Context: an optimization exercise on an open-source flow, tuned for small area, a short achievable clock period and few clock cycles per item. The choices shown serve that exercise and are no tape-out recipe. RTL that was checked went through simulation tests only; none was proved equivalent to the original. Power figures rest on the tool's default switching activity, not on a simulated workload.

Setup of oak:
## booth_multiplier
module booth_multiplier #(
  parameter MUL_WIDTH = 32
) (
  input                        clk,
  input                        rst_n,
  input                        start,
  input                        sign,
  input      [  MUL_WIDTH-1:0] data_in1,
  input      [  MUL_WIDTH-1:0] data_in2,
  output     [2*MUL_WIDTH-1:0] data_out,
  output reg                   ready
);
For scale: ~27000 um2 of cells after synthesis.
clock: 5.0 ns
lec_check: 0
cap_margin: 20
core_margin: 2
core_utilization: 40
slew_margin: 20
standard.sh (not shown) runs the stock make flow with config.mk's settings and CLKGATE_MAP_FILE= SYNTH_SCRIPT=/design/flow/synth_recipe.tcl, a recipe that flattens the netlist after the stock synthesis.
==> flow/flow/run.sh <==
#!/bin/bash
# Own layout flow: the standard layout (standard.sh) with two changes.
#  1. Synthesis: Yosys's synth is also given -noabc, which drops the generic
#     "abc -fast" pass that runs before ORFS's full-adder extraction, so
#     extract_fa sees the design's full adders as written and maps them
#     without polarity inverters around the adder cells.  fsm and share are
#     still skipped, the design is flattened and renamed the same way, and ABC
#     still maps the remaining logic after adder extraction.
#  2. Port buffers: every input and output port still gets a buffer, but a
#     plain sky130_fd_sc_hd__buf_2 instead of the slow clkdlybuf4s50_1 that
#     buffer_ports picks by default.
# Each tool's output goes to flow.log here and to ORFS's own logs under orfs/logs.
set -euo pipefail
sed 's/yosys synth -nofsm -noshare /yosys synth -nofsm -noshare -noabc /' synth_recipe.tcl > own_synth.tcl
grep -q -- '-noabc' own_synth.tcl
sed -e 's#synth_recipe\.tcl#own_synth.tcl#g' \
    -e "s#CLKGATE_MAP_FILE= #CLKGATE_MAP_FILE= 'BUFFER_PORTS_ARGS=-buffer_cell sky130_fd_sc_hd__buf_2' #" \
    standard.sh > own_standard.sh
grep -q 'own_synth\.tcl' own_standard.sh
grep -q 'BUFFER_PORTS_ARGS' own_standard.sh
bash own_standard.sh > flow.log 2>&1
Testbench counts of oak, summed over its fixed seeds: cycles 6,408, items 3,200.
Relative to oak, the following input files were edited for pine:
--- a/flow/design.v
+++ b/flow/design.v
@@ -13,42 +13,41 @@
   reg  [32:0] a_r;          
   reg  [33:17] b_r;         
   reg  [49:0] r0, r1, r2;     
   reg  [17:0] lo_r;         
   wire [32:0] a_in = {sign & data_in1[31], data_in1};
   wire [33:0] b_in = {{2{sign & data_in2[31]}}, data_in2};
-  reg         idle_r;
-  wire [32:0] am = idle_r ? a_in : a_r;
+  wire [32:0] am = ready ? a_in : a_r;
   wire [8:0] x0, x1, x2;
-  assign x0[0] = ~idle_r & b_r[17];
-  assign x1[0] = idle_r ? b_in[0] : b_r[18];
-  assign x2[0] = idle_r ? b_in[1] : b_r[19];
-  assign x0[1] = idle_r ? b_in[1] : b_r[19];
-  assign x1[1] = idle_r ? b_in[2] : b_r[20];
-  assign x2[1] = idle_r ? b_in[3] : b_r[21];
-  assign x0[2] = idle_r ? b_in[3] : b_r[21];
-  assign x1[2] = idle_r ? b_in[4] : b_r[22];
-  assign x2[2] = idle_r ? b_in[5] : b_r[23];
-  assign x0[3] = idle_r ? b_in[5] : b_r[23];
-  assign x1[3] = idle_r ? b_in[6] : b_r[24];
-  assign x2[3] = idle_r ? b_in[7] : b_r[25];
-  assign x0[4] = idle_r ? b_in[7] : b_r[25];
-  assign x1[4] = idle_r ? b_in[8] : b_r[26];
-  assign x2[4] = idle_r ? b_in[9] : b_r[27];
-  assign x0[5] = idle_r ? b_in[9] : b_r[27];
-  assign x1[5] = idle_r ? b_in[10] : b_r[28];
-  assign x2[5] = idle_r ? b_in[11] : b_r[29];
-  assign x0[6] = idle_r ? b_in[11] : b_r[29];
-  assign x1[6] = idle_r ? b_in[12] : b_r[30];
-  assign x2[6] = idle_r ? b_in[13] : b_r[31];
-  assign x0[7] = idle_r ? b_in[13] : b_r[31];
-  assign x1[7] = idle_r ? b_in[14] : b_r[32];
-  assign x2[7] = idle_r ? b_in[15] : b_r[33];
-  assign x0[8] = idle_r & b_in[15];
-  assign x1[8] = idle_r & b_in[16];
-  assign x2[8] = idle_r & b_in[17];
+  assign x0[0] = ~ready & b_r[17];
+  assign x1[0] = ready ? b_in[0] : b_r[18];
+  assign x2[0] = ready ? b_in[1] : b_r[19];
+  assign x0[1] = ready ? b_in[1] : b_r[19];
+  assign x1[1] = ready ? b_in[2] : b_r[20];
+  assign x2[1] = ready ? b_in[3] : b_r[21];
+  assign x0[2] = ready ? b_in[3] : b_r[21];
+  assign x1[2] = ready ? b_in[4] : b_r[22];
+  assign x2[2] = ready ? b_in[5] : b_r[23];
+  assign x0[3] = ready ? b_in[5] : b_r[23];
+  assign x1[3] = ready ? b_in[6] : b_r[24];
+  assign x2[3] = ready ? b_in[7] : b_r[25];
+  assign x0[4] = ready ? b_in[7] : b_r[25];
+  assign x1[4] = ready ? b_in[8] : b_r[26];
+  assign x2[4] = ready ? b_in[9] : b_r[27];
+  assign x0[5] = ready ? b_in[9] : b_r[27];
+  assign x1[5] = ready ? b_in[10] : b_r[28];
+  assign x2[5] = ready ? b_in[11] : b_r[29];
+  assign x0[6] = ready ? b_in[11] : b_r[29];
+  assign x1[6] = ready ? b_in[12] : b_r[30];
+  assign x2[6] = ready ? b_in[13] : b_r[31];
+  assign x0[7] = ready ? b_in[13] : b_r[31];
+  assign x1[7] = ready ? b_in[14] : b_r[32];
+  assign x2[7] = ready ? b_in[15] : b_r[33];
+  assign x0[8] = ready & b_in[15];
+  assign x1[8] = ready & b_in[16];
+  assign x2[8] = ready & b_in[17];
   wire [8:0] neg, one, two;
   wire [33:0] ax = {am[32], am};
   wire [33:0] ax1 = {am, 1'b0};
   wire [33:0] pp0;
   wire [33:0] pp1;
   wire [33:0] pp2;
@@ -1539,9 +1538,8 @@
     if (!ready || start) begin
       r0 <= t0[49:0];
       r1 <= t1[49:0];
       r2 <= t2[49:0];
     end
     ready <= ~(rst_n & ready & start);
-    idle_r <= ~(rst_n & idle_r & start);
   end
 endmodule
## What came out
- pine: all stages done; final checks FAILED (negative setup slack).
- Taking pine as 1.0, oak lands at 0.944 on global-route wire length before repair.
- Power: pine draws more than oak
- The post-synthesis simple-gate area fraction number comes out higher for pine vs oak.
- Per the comparison of pine with oak, fmax went down, fraction of cell area in non-clock buffers +0.30 points, sequential cell count moved down, detailed-routed wire length on met3 went up by about 14%, smallest setup slack after layout went down by 120 ps.
- Maximum fanout count along the critical path: lower on oak
- On pine: period utilization is 2.3 points higher than what oak gave.
- Number of setup buffers added after CTS for pine is higher than for oak.
- pine: final core utilization is 0.22 points higher than what oak reported.
- Looking at largest clock skew in the final design, pine sits 17 ps above oak.
Function not checked in pine: the RTL went through the layout flow alone.

* * *

the baseline:
Another version of the RTL of booth_multiplier (not shown whole).
For scale: roughly 1900 cells after synthesis, about 180 flip-flops, about 0.021 mm^2 of cells after synthesis.
Settings: LEC_CHECK=0, CAP_MARGIN=20, CORE_MARGIN=2, CORE_UTILIZATION=40, SETUP_SLACK_MARGIN=0.3, SLEW_MARGIN=20; clock period 5.0 ns.
Scripts as last shown in full above: flow/flow/run.sh
Testbench counts of the baseline, summed over its fixed seeds: cycles 6,408, items 3,200.
Modified inputs, the candidate compared to the baseline
--- a/flow/design.v
+++ b/flow/design.v
@@ -9,22 +9,23 @@
   input      [  MUL_WIDTH-1:0] data_in2,
   output     [2*MUL_WIDTH-1:0] data_out,
   output reg                   ready
 );
   reg  [32:0] a_r;          
   reg  [49:0] r0, r1;     
   reg  [17:0] lo_r;         
   wire [32:0] a_in = {sign & data_in1[31], data_in1};
   wire [33:0] b_in = {{2{sign & data_in2[31]}}, data_in2};
   wire go = ready & start & rst_n;    
-  reg         idle_a0, idle_r, idle_g;
+  reg         idle_a0, idle_a1, idle_r, idle_g;
   wire [32:0] am0 = idle_a0 ? a_in : a_r;
+  wire [32:0] am1 = idle_a1 ? a_in : a_r;
   wire [8:0] xp0, xp1, xp2, xb0, xb1, xb2;
   wire [8:0] neg, one, two;
   reg  [7:0] negb_r, oneb_r, twob_r;
   assign xp0[0] = 1'b0;
   assign xb0[0] = b_in[17];
   assign xp1[0] = b_in[0];
   assign xb1[0] = b_in[18];
   assign xp2[0] = b_in[1];
   assign xb2[0] = b_in[19];
   assign xp0[1] = b_in[1];
@@ -107,37 +108,39 @@
   assign two[7] = idle_r ? twop[7] : twob_r[7];
   assign neg[8] = idle_r & negp[8];
   assign one[8] = idle_r & onep[8];
   assign two[8] = idle_r & twop[8];
   wire [33:0] axi = {a_in[32], a_in};
   wire [33:0] axi1 = {a_in, 1'b0};
   wire [33:0] axr = {a_r[32], a_r};
   wire [33:0] axr1 = {a_r, 1'b0};
   wire [33:0] ax0 = {am0[32], am0};
   wire [33:0] ax1_0 = {am0, 1'b0};
+  wire [33:0] ax1 = {am1[32], am1};
+  wire [33:0] ax1_1 = {am1, 1'b0};
   wire [33:0] pp0;
   wire [33:0] pp1;
   wire [33:0] pp2;
   wire [33:0] pp3;
   wire [33:0] pp4;
   wire [33:0] pp5;
   wire [33:0] pp6;
   wire [33:0] pp7;
   wire [33:0] pp8;
   assign pp0 = (({34{one[0]}} & ax0) | ({34{two[0]}} & ax1_0)) ^ {34{neg[0]}};
   assign pp1 = (({34{one[1]}} & ax0) | ({34{two[1]}} & ax1_0)) ^ {34{neg[1]}};
   assign pp2 = (({34{one[2]}} & ax0) | ({34{two[2]}} & ax1_0)) ^ {34{neg[2]}};
   assign pp3 = (({34{one[3]}} & ax0) | ({34{two[3]}} & ax1_0)) ^ {34{neg[3]}};
-  assign pp4 = (({34{one[4]}} & ax0) | ({34{two[4]}} & ax1_0)) ^ {34{neg[4]}};
-  assign pp5 = (({34{one[5]}} & ax0) | ({34{two[5]}} & ax1_0)) ^ {34{neg[5]}};
-  assign pp6 = (({34{one[6]}} & ax0) | ({34{two[6]}} & ax1_0)) ^ {34{neg[6]}};
-  assign pp7 = (({34{one[7]}} & ax0) | ({34{two[7]}} & ax1_0)) ^ {34{neg[7]}};
+  assign pp4 = (({34{one[4]}} & ax1) | ({34{two[4]}} & ax1_1)) ^ {34{neg[4]}};
+  assign pp5 = (({34{one[5]}} & ax1) | ({34{two[5]}} & ax1_1)) ^ {34{neg[5]}};
+  assign pp6 = (({34{one[6]}} & ax1) | ({34{two[6]}} & ax1_1)) ^ {34{neg[6]}};
+  assign pp7 = (({34{one[7]}} & ax1) | ({34{two[7]}} & ax1_1)) ^ {34{neg[7]}};
   assign pp8 = (({34{one[8]}} & axi) | ({34{two[8]}} & axi1)) ^ {34{neg[8]}};
   wire [31:0] acc0 = r0[49:18] & {32{~idle_g}};
   wire [31:0] acc1 = r1[49:18] & {32{~idle_g}};
   wire [18:0] lo_sum = {1'd0, r0[17:0]} + {1'd0, r1[17:0]};
   wire [0:0] lo_cy = lo_sum[18:18] & {1{~idle_g}};
   wire [63:0] t0, t1;
   wire hs0;
   wire hc0;
   wire hs1;
   wire hc1;
@@ -1608,14 +1611,15 @@
     twob_r[5] <= twob[5];
     twob_r[6] <= twob[6];
     twob_r[7] <= twob[7];
     if (!ready) lo_r <= lo_sum[17:0];
     if (!ready || start) begin
       r0 <= t0[49:0];
       r1 <= t1[49:0];
     end
     ready <= ~go;
     idle_a0 <= ~(rst_n & idle_a0 & start);
+    idle_a1 <= ~(rst_n & idle_a1 & start);
     idle_r <= ~(rst_n & idle_r & start);
     idle_g <= ~(rst_n & idle_g & start);
   end
 endmodule
- The candidate was carried through to the last stage, and its layout satisfied the timing, DRC and antenna checks.
- Against the baseline as the reference, the candidate delivers a lower tightest slew margin relative to the limit.
- Compared with the baseline, the candidate shows multiplexer share of the synthesized area higher by 1.7 points.
- Comparing cell-internal power for the candidate and the baseline, the bigger number came from the candidate.
- Compared to the baseline, the number of flip-flops in the candidate is higher.
- Between the candidate and the baseline, clock network fraction of design power is higher for the candidate, the baseline comes in under that.
- Between the baseline and the candidate, the flow reports HPWL after detailed placement increasing by a few percent.
- The final critical path time including I/O delays and setup of the candidate was superior to that of the baseline.
- Measured against each other, the candidate and the baseline differ in met2 wire length, the higher figure coming from the candidate.
- Going from the baseline to the candidate, highest attainable clock frequency grows by 1.6%.
- End-of-flow core utilization: the candidate > the baseline
- The candidate vs. the baseline: area enclosed by the die boundary rose about 2%, wire length of the first global-routing pass decreased about 0.5%.
- The baseline consumes less power than the candidate.
- End point of the critical path: r1[25]$_DFFE_PP_ -> the baseline, data_out[42] -> the candidate
Function not checked in the candidate: the RTL went through the layout flow alone.

* * *

== try-lagoon ==
RTL: one of the versions met above, not the one the previous note started from.
Size in the first run: roughly 180 flip-flops.
export LEC_CHECK = 0
export CAP_MARGIN = 20
export CORE_MARGIN = 2
export CORE_UTILIZATION = 55
export SETUP_SLACK_MARGIN = 0.6
export SLEW_MARGIN = 20
create_clock -name core_clock -period 5.0 [get_ports {clk}]
Scripts as last shown in full above: flow/flow/run.sh
diff inputs: try-lagoon => try-garnet
diff --git a/flow/design.v b/flow/design.v
--- a/flow/design.v
+++ b/flow/design.v
@@ -8,25 +8,24 @@
   input      [  MUL_WIDTH-1:0] data_in1,
   input      [  MUL_WIDTH-1:0] data_in2,
   output     [2*MUL_WIDTH-1:0] data_out,
   output reg                   ready
 );
   reg  [32:0] a_r;          
   reg  [49:0] r0, r1;     
   reg  [17:0] lo_r;         
   wire [32:0] a_in = {sign & data_in1[31], data_in1};
   wire [33:0] b_in = {{2{sign & data_in2[31]}}, data_in2};
   wire go = ready & start & rst_n;    
-  reg         idle_a0, idle_a1, idle_r, idle_g;
+  reg         idle_a0, idle_r, idle_g;
   wire [32:0] am0 = idle_a0 ? a_in : a_r;
-  wire [32:0] am1 = idle_a1 ? a_in : a_r;
   wire [8:0] xp0, xp1, xp2, xb0, xb1, xb2;
   wire [8:0] neg, one, two;
   reg  [7:0] negb_r, oneb_r, twob_r;
   assign xp0[0] = 1'b0;
   assign xb0[0] = b_in[17];
   assign xp1[0] = b_in[0];
   assign xb1[0] = b_in[18];
   assign xp2[0] = b_in[1];
   assign xb2[0] = b_in[19];
   assign xp0[1] = b_in[1];
   assign xb0[1] = b_in[19];
@@ -107,41 +106,39 @@
   assign one[7] = idle_r ? onep[7] : oneb_r[7];
   assign two[7] = idle_r ? twop[7] : twob_r[7];
   assign neg[8] = idle_r & negp[8];
   assign one[8] = idle_r & onep[8];
   assign two[8] = idle_r & twop[8];
   wire [33:0] axi = {a_in[32], a_in};
   wire [33:0] axi1 = {a_in, 1'b0};
   wire [33:0] axr = {a_r[32], a_r};
   wire [33:0] axr1 = {a_r, 1'b0};
   wire [33:0] ax0 = {am0[32], am0};
   wire [33:0] ax1_0 = {am0, 1'b0};
-  wire [33:0] ax1 = {am1[32], am1};
-  wire [33:0] ax1_1 = {am1, 1'b0};
   wire [33:0] pp0;
   wire [33:0] pp1;
   wire [33:0] pp2;
   wire [33:0] pp3;
   wire [33:0] pp4;
   wire [33:0] pp5;
   wire [33:0] pp6;
   wire [33:0] pp7;
   wire [33:0] pp8;
   assign pp0 = (({34{one[0]}} & ax0) | ({34{two[0]}} & ax1_0)) ^ {34{neg[0]}};
   assign pp1 = (({34{one[1]}} & ax0) | ({34{two[1]}} & ax1_0)) ^ {34{neg[1]}};
   assign pp2 = (({34{one[2]}} & ax0) | ({34{two[2]}} & ax1_0)) ^ {34{neg[2]}};
   assign pp3 = (({34{one[3]}} & ax0) | ({34{two[3]}} & ax1_0)) ^ {34{neg[3]}};
-  assign pp4 = (({34{one[4]}} & ax1) | ({34{two[4]}} & ax1_1)) ^ {34{neg[4]}};
-  assign pp5 = (({34{one[5]}} & ax1) | ({34{two[5]}} & ax1_1)) ^ {34{neg[5]}};
-  assign pp6 = (({34{one[6]}} & ax1) | ({34{two[6]}} & ax1_1)) ^ {34{neg[6]}};
-  assign pp7 = (({34{one[7]}} & ax1) | ({34{two[7]}} & ax1_1)) ^ {34{neg[7]}};
+  assign pp4 = (({34{one[4]}} & ax0) | ({34{two[4]}} & ax1_0)) ^ {34{neg[4]}};
+  assign pp5 = (({34{one[5]}} & ax0) | ({34{two[5]}} & ax1_0)) ^ {34{neg[5]}};
+  assign pp6 = (({34{one[6]}} & ax0) | ({34{two[6]}} & ax1_0)) ^ {34{neg[6]}};
+  assign pp7 = (({34{one[7]}} & ax0) | ({34{two[7]}} & ax1_0)) ^ {34{neg[7]}};
   assign pp8 = (({34{one[8]}} & axi) | ({34{two[8]}} & axi1)) ^ {34{neg[8]}};
   wire [31:0] acc0 = r0[49:18] & {32{~idle_g}};
   wire [31:0] acc1 = r1[49:18] & {32{~idle_g}};
   wire [18:0] lo_sum = {1'd0, r0[17:0]} + {1'd0, r1[17:0]};
   wire [0:0] lo_cy = lo_sum[18:18] & {1{~idle_g}};
   wire [63:0] t0, t1;
   wire hs0;
   wire hc0;
   wire hs1;
   wire hc1;
   wire hs2;
@@ -1610,16 +1607,15 @@
     twob_r[4] <= twob[4];
     twob_r[5] <= twob[5];
     twob_r[6] <= twob[6];
     twob_r[7] <= twob[7];
     if (!ready) lo_r <= lo_sum[17:0];
     if (!ready || start) begin
       r0 <= t0[49:0];
       r1 <= t1[49:0];
     end
     ready <= ~go;
     idle_a0 <= ~(rst_n & idle_a0 & start);
-    idle_a1 <= ~(rst_n & idle_a1 & start);
     idle_r <= ~(rst_n & idle_r & start);
     idle_g <= ~(rst_n & idle_g & start);
   end
 endmodule
Results
Summary of try-garnet over try-lagoon: core utilization fell by 0.80 points, number of sequential cells fell by about 0.56%.
try-garnet vs. try-lagoon: placement-stage worst setup slack went down by 0.26 ns, clock buffer count in the final layout lower.
Est. power | try-garnet vs try-lagoon | try-garnet lower
On final instance area, try-garnet does better than try-lagoon.
try-garnet against try-lagoon: final weighted congestion in routability-driven placement went up; total die area lost 2.1%; data arrival time of the worst path saw little to no change; aggregate routed wire length went down about 0.9%.
Final routed wire length divided by cell count delta (try-lagoon -> try-garnet): insignificant
Testbench counts of try-garnet, summed over its fixed seeds: cycles 6,408, items 3,200.
No functional check of the RTL was part of try-lagoon.

-- what the ideal ports hide --
The flow's constraints put no driver on any port. The routed layouts listed below were extracted and timed again, unchanged, in two steps. Step 1, drivers: a clkbuf_16 drives clk and a buf_2 each remaining input, both assumed. Step 2 also shifts input and output timing later by t, the mid clock arrival at the registers, as if the neighbouring blocks saw the same clock. Slacks: no drivers / after step 1 / after step 2; pairs: no drivers / after step 1.
run | t, ns | setup slack, ns | worst setup path at the end | slew at the worst register clock pin (ns)
oak | 0.643 | 0.060 / -0.005 / 0.118 | input to register | 0.06 / 0.06
pine | 0.650 | -0.056 / -0.124 / -0.061 | input to register | 0.07 / 0.07
the baseline | 0.550 | 0.436 / 0.403 / 0.069 | input to register | 0.08 / 0.08
the candidate | 0.523 | 0.507 / 0.449 / 0.179 | input to register | 0.08 / 0.08
try-lagoon | 0.518 | 0.667 / 0.610 / 0.201 | input to register | 0.08 / 0.08
try-garnet | 0.520 | 0.676 / 0.619 / 0.193 | input to register | 0.09 / 0.09
The setup slack of try-garnet, which loses most, moves by -0.057 ns with the drivers and by -0.483 ns with both steps.
